From an optimization exercise on the open Yosys and OpenROAD flow, aimed at small area and a short achievable clock period; shortcuts taken in it are not production practice. The flow treats the clock pin as an ideal source, which a real chip does not have. Power figures rest on the tool's default switching activity, not on a simulated workload.

## run 1
==> flow/design.v (excerpt) <==
module sync_fifo (
    input wire clk,
    input wire rst_n,
    input wire wr_en,
    input wire [31:0] data_in,
    output wire full,
    input wire rd_en,
    output wire [31:0] data_out,
    output wire empty
);
  reg [31:0] chain[0:14];  
  reg [31:0] head;         
  reg [15:0] pos;          
  reg ne_r;                
  reg ne_o;                
  reg full_o;              
  assign empty = ~ne_o;
  assign full = full_o;
  assign data_out = head;
  wire do_w = wr_en & ~pos[15];
  wire m_up = do_w & ne_r & ~rd_en;
  wire m_down = rd_en & ~pos[0] & ~do_w;
  wire [15:0] pos_next = m_up ? {pos[14:0], 1'b0} : m_down ? {1'b0, pos[15:1]} : pos;
  wire ne_next = ne_r ? ~(pos[0] & rd_en & ~wr_en) : wr_en;
  always_ff @(posedge clk or negedge rst_n) begin
    if (!rst_n) begin
      pos <= 16'd1;
      ne_r <= 1'b0;
      ne_o <= 1'b0;
      full_o <= 1'b0;
    end else begin
      pos <= pos_next;
      ne_r <= ne_next;
      ne_o <= ne_o ? ~(pos[0] & rd_en & ~wr_en) : wr_en;
  ...
For scale: roughly 990 cells after synthesis, ~530 flip-flops, roughly 70 I/O pins.
Settings: LEC_CHECK=0, CAP_MARGIN=20, CORE_MARGIN=2, CORE_UTILIZATION=65, CTS_CLUSTER_DIAMETER=80, CTS_CLUSTER_SIZE=30, PLACE_DENSITY=0.75, SETUP_SLACK_MARGIN=2.3, SLEW_MARGIN=20, TNS_END_PERCENT=10; clock period 4.2 ns.
standard.sh (not shown) runs the stock make flow with config.mk's settings and CLKGATE_MAP_FILE= SYNTH_SCRIPT=/design/flow/synth_recipe.tcl, a recipe that flattens the netlist after the stock synthesis.
==> flow/flow/run.sh <==
#!/bin/bash
# Standard layout, with one change after clock tree synthesis: the root
# buffer of the clock tree is removed and the clock port drives the next
# level of clock buffers directly (flow/post_cts.tcl); and the port buffers
# are buf_2 cells, which the resizer can size, rather than delay cells.
set -e
cd "$(dirname "$0")/.."
cp standard.sh standard.sh.log.txt 2>/dev/null || true
export POST_CTS_TCL="$PWD/flow/post_cts.tcl"
export BUFFER_PORTS_ARGS="-buffer_cell sky130_fd_sc_hd__buf_2"
bash standard.sh > standard.log 2>&1
==> flow/flow/post_cts.tcl <==
set block [ord::get_db_block]
set root [$block findInst clkbuf_0_clk]
if {$root != "NULL"} {
  set in_net [[$root findITerm A] getNet]
  set out_net [[$root findITerm X] getNet]
  set sinks {}
  foreach it [$out_net getITerms] {
    if {[$it getInst] != $root} { lappend sinks $it }
  }
  if {[llength $sinks] <= 4} {
    foreach it $sinks { $it disconnect; $it connect $in_net }
    odb::dbInst_destroy $root
    odb::dbNet_destroy $out_net
    puts "post_cts: removed clkbuf_0_clk, clock port drives [llength $sinks] buffers"
    estimate_parasitics -placement
    repair_timing_helper
    detailed_placement
  }
}
What run 2 does differently from run 1 at the input level:
# run 1
export LEC_CHECK = 0
export CAP_MARGIN = 20
export CORE_MARGIN = 2
export CORE_UTILIZATION = 65
export CTS_CLUSTER_DIAMETER = 80
export CTS_CLUSTER_SIZE = 30
export PLACE_DENSITY = 0.75
export SETUP_SLACK_MARGIN = 2.3
export SLEW_MARGIN = 20
export TNS_END_PERCENT = 10
create_clock -name core_clock -period 4.2 [get_ports {clk}]
# run 2
export LEC_CHECK = 0
export CAP_MARGIN = 20
export CORE_MARGIN = 2
export CORE_UTILIZATION = 65
export CTS_CLUSTER_DIAMETER = 80
export CTS_CLUSTER_SIZE = 30
export PLACE_DENSITY = 0.75
export SETUP_SLACK_MARGIN = 2.3
export SLEW_MARGIN = 20
create_clock -name core_clock -period 4.2 [get_ports {clk}]
Notes after the runs:
- In run 2, the worst setup slack came out 0.038 ns above the value in run 1.
- For design area, run 2 and run 1 come out practically identical.
- For the number of vias per cell after detailed routing, run 2 came in 0.14 lower than run 1 did.
- Run 2 vs. run 1: routed wire length saw a decrease, global-route met1 utilization saw a decrease, multi-input logic portion of the cell area saw little to no change, total power saw a decrease.
- For area added between synthesis and finish, run 2 and run 1 come out practically identical.
- Comparing power dissipated by switching net loads for run 1 and run 2, the smaller number came from run 2.
- From run 1 to run 2 the numbers moved as follows: sum of met2 wire segment lengths after detailed routing grew by 270 um, peak clock frequency supported by timing grew by about 2%.
The inputs of run 3 differ from those of run 2 as listed below.
--- a/flow/flow/post_cts.tcl
+++ b/flow/flow/post_cts.tcl
@@ -13,4 +13,45 @@
     odb::dbNet_destroy $out_net
     puts "post_cts: removed clkbuf_0_clk, clock port drives [llength $sinks] buffers"
+    if {[llength $sinks] <= 2} {
+      set k 0
+      foreach it $sinks {
+        set buf [$it getInst]
+        set bnet [[$buf findITerm X] getNet]
+        set pts {}
+        foreach s [$bnet getITerms] {
+          if {[$s getInst] == $buf} { continue }
+          set loc [[$s getInst] getLocation]
+          lappend pts [list [lindex $loc 0] [lindex $loc 1] $s]
+        }
+        set n [llength $pts]
+        if {$n < 4} { continue }
+        # cut along the wider spread
+        set xs [lsort -integer [lmap p $pts {lindex $p 0}]]
+        set ys [lsort -integer [lmap p $pts {lindex $p 1}]]
+        set idx [expr {([lindex $xs end] - [lindex $xs 0]) >= ([lindex $ys end] - [lindex $ys 0]) ? 0 : 1}]
+        set pts [lsort -integer -index $idx $pts]
+        set half [expr {$n / 2}]
+        set moved [lrange $pts $half end]
+        set sx 0; set sy 0
+        foreach p $moved { incr sx [lindex $p 0]; incr sy [lindex $p 1] }
+        set cx [expr {$sx / [llength $moved]}]
+        set cy [expr {$sy / [llength $moved]}]
+        set nb [odb::dbInst_create $block [$buf getMaster] "clkbuf_split_$k"]
+        set nn [odb::dbNet_create $block "clknet_split_$k"]
+        $nn setSigType CLOCK
+        $nb setLocation $cx $cy
+        $nb setPlacementStatus PLACED
+        [$nb findITerm A] connect $in_net
+        [$nb findITerm X] connect $nn
+        foreach p $moved { set s [lindex $p 2]; $s disconnect; $s connect $nn }
+        # the original buffer moves to the centre of the loads it keeps
+        set sx 0; set sy 0
+        set kept [lrange $pts 0 [expr {$half - 1}]]
+        foreach p $kept { incr sx [lindex $p 0]; incr sy [lindex $p 1] }
+        $buf setLocation [expr {$sx / [llength $kept]}] [expr {$sy / [llength $kept]}]
+        puts "post_cts: split [$buf getName]: [llength $kept] + [llength $moved] loads"
+        incr k
+      }
+    }
     estimate_parasitics -placement
     repair_timing_helper
Notes after the runs:
Summary of run 3 over run 2: routed wire length shows an increase of 0.53%; final hold slack now sits higher; fraction of area in registers saw a decrease; global-route wire length before repair higher. Compared with run 2, in run 3 wire length on met3 has decreased; combined global-route utilization of all metal layers has increased. Diff run 2 -> run 3 | number of nets in the finished design | up slightly. Sequential cell count: run 2 vs run 3 identical.
No run of this note included a check of the RTL's function; only the layout flow was run.

## port drivers added, routing unchanged
The flow's constraints put no driver on any port. The routed layouts listed below were extracted and timed again, unchanged, in two steps. Step 1 assumes that a clkbuf_16 drives the clock port and a buf_2 every other input. Step 2 adds t to the input delays and takes it off the output delays; t is the mean of the earliest and latest rising clock arrival at the registers after step 1. Input paths then give back, and output paths get back, about the clock's delay inside the block. Three values: no drivers, after step 1, after step 2; two values: the first two.
run	t, ns	slack for setup (ns)	worst setup path at the end	slew at the worst register clock pin (ns)	worst data-port slew with drivers (ns)
run 1	0.482	2.284 / 2.218 / 1.888	input to register	0.12 / 0.12	0.04
run 2	0.474	2.321 / 2.308 / 1.953	input to register	0.12 / 0.12	0.08
run 3	0.451	2.354 / 2.320 / 1.981	input to register	0.12 / 0.12	0.08
After both steps every run listed still meets setup and hold. The setup slack of run 1, which loses most, moves by -0.066 ns with the drivers and by -0.396 ns with both steps.
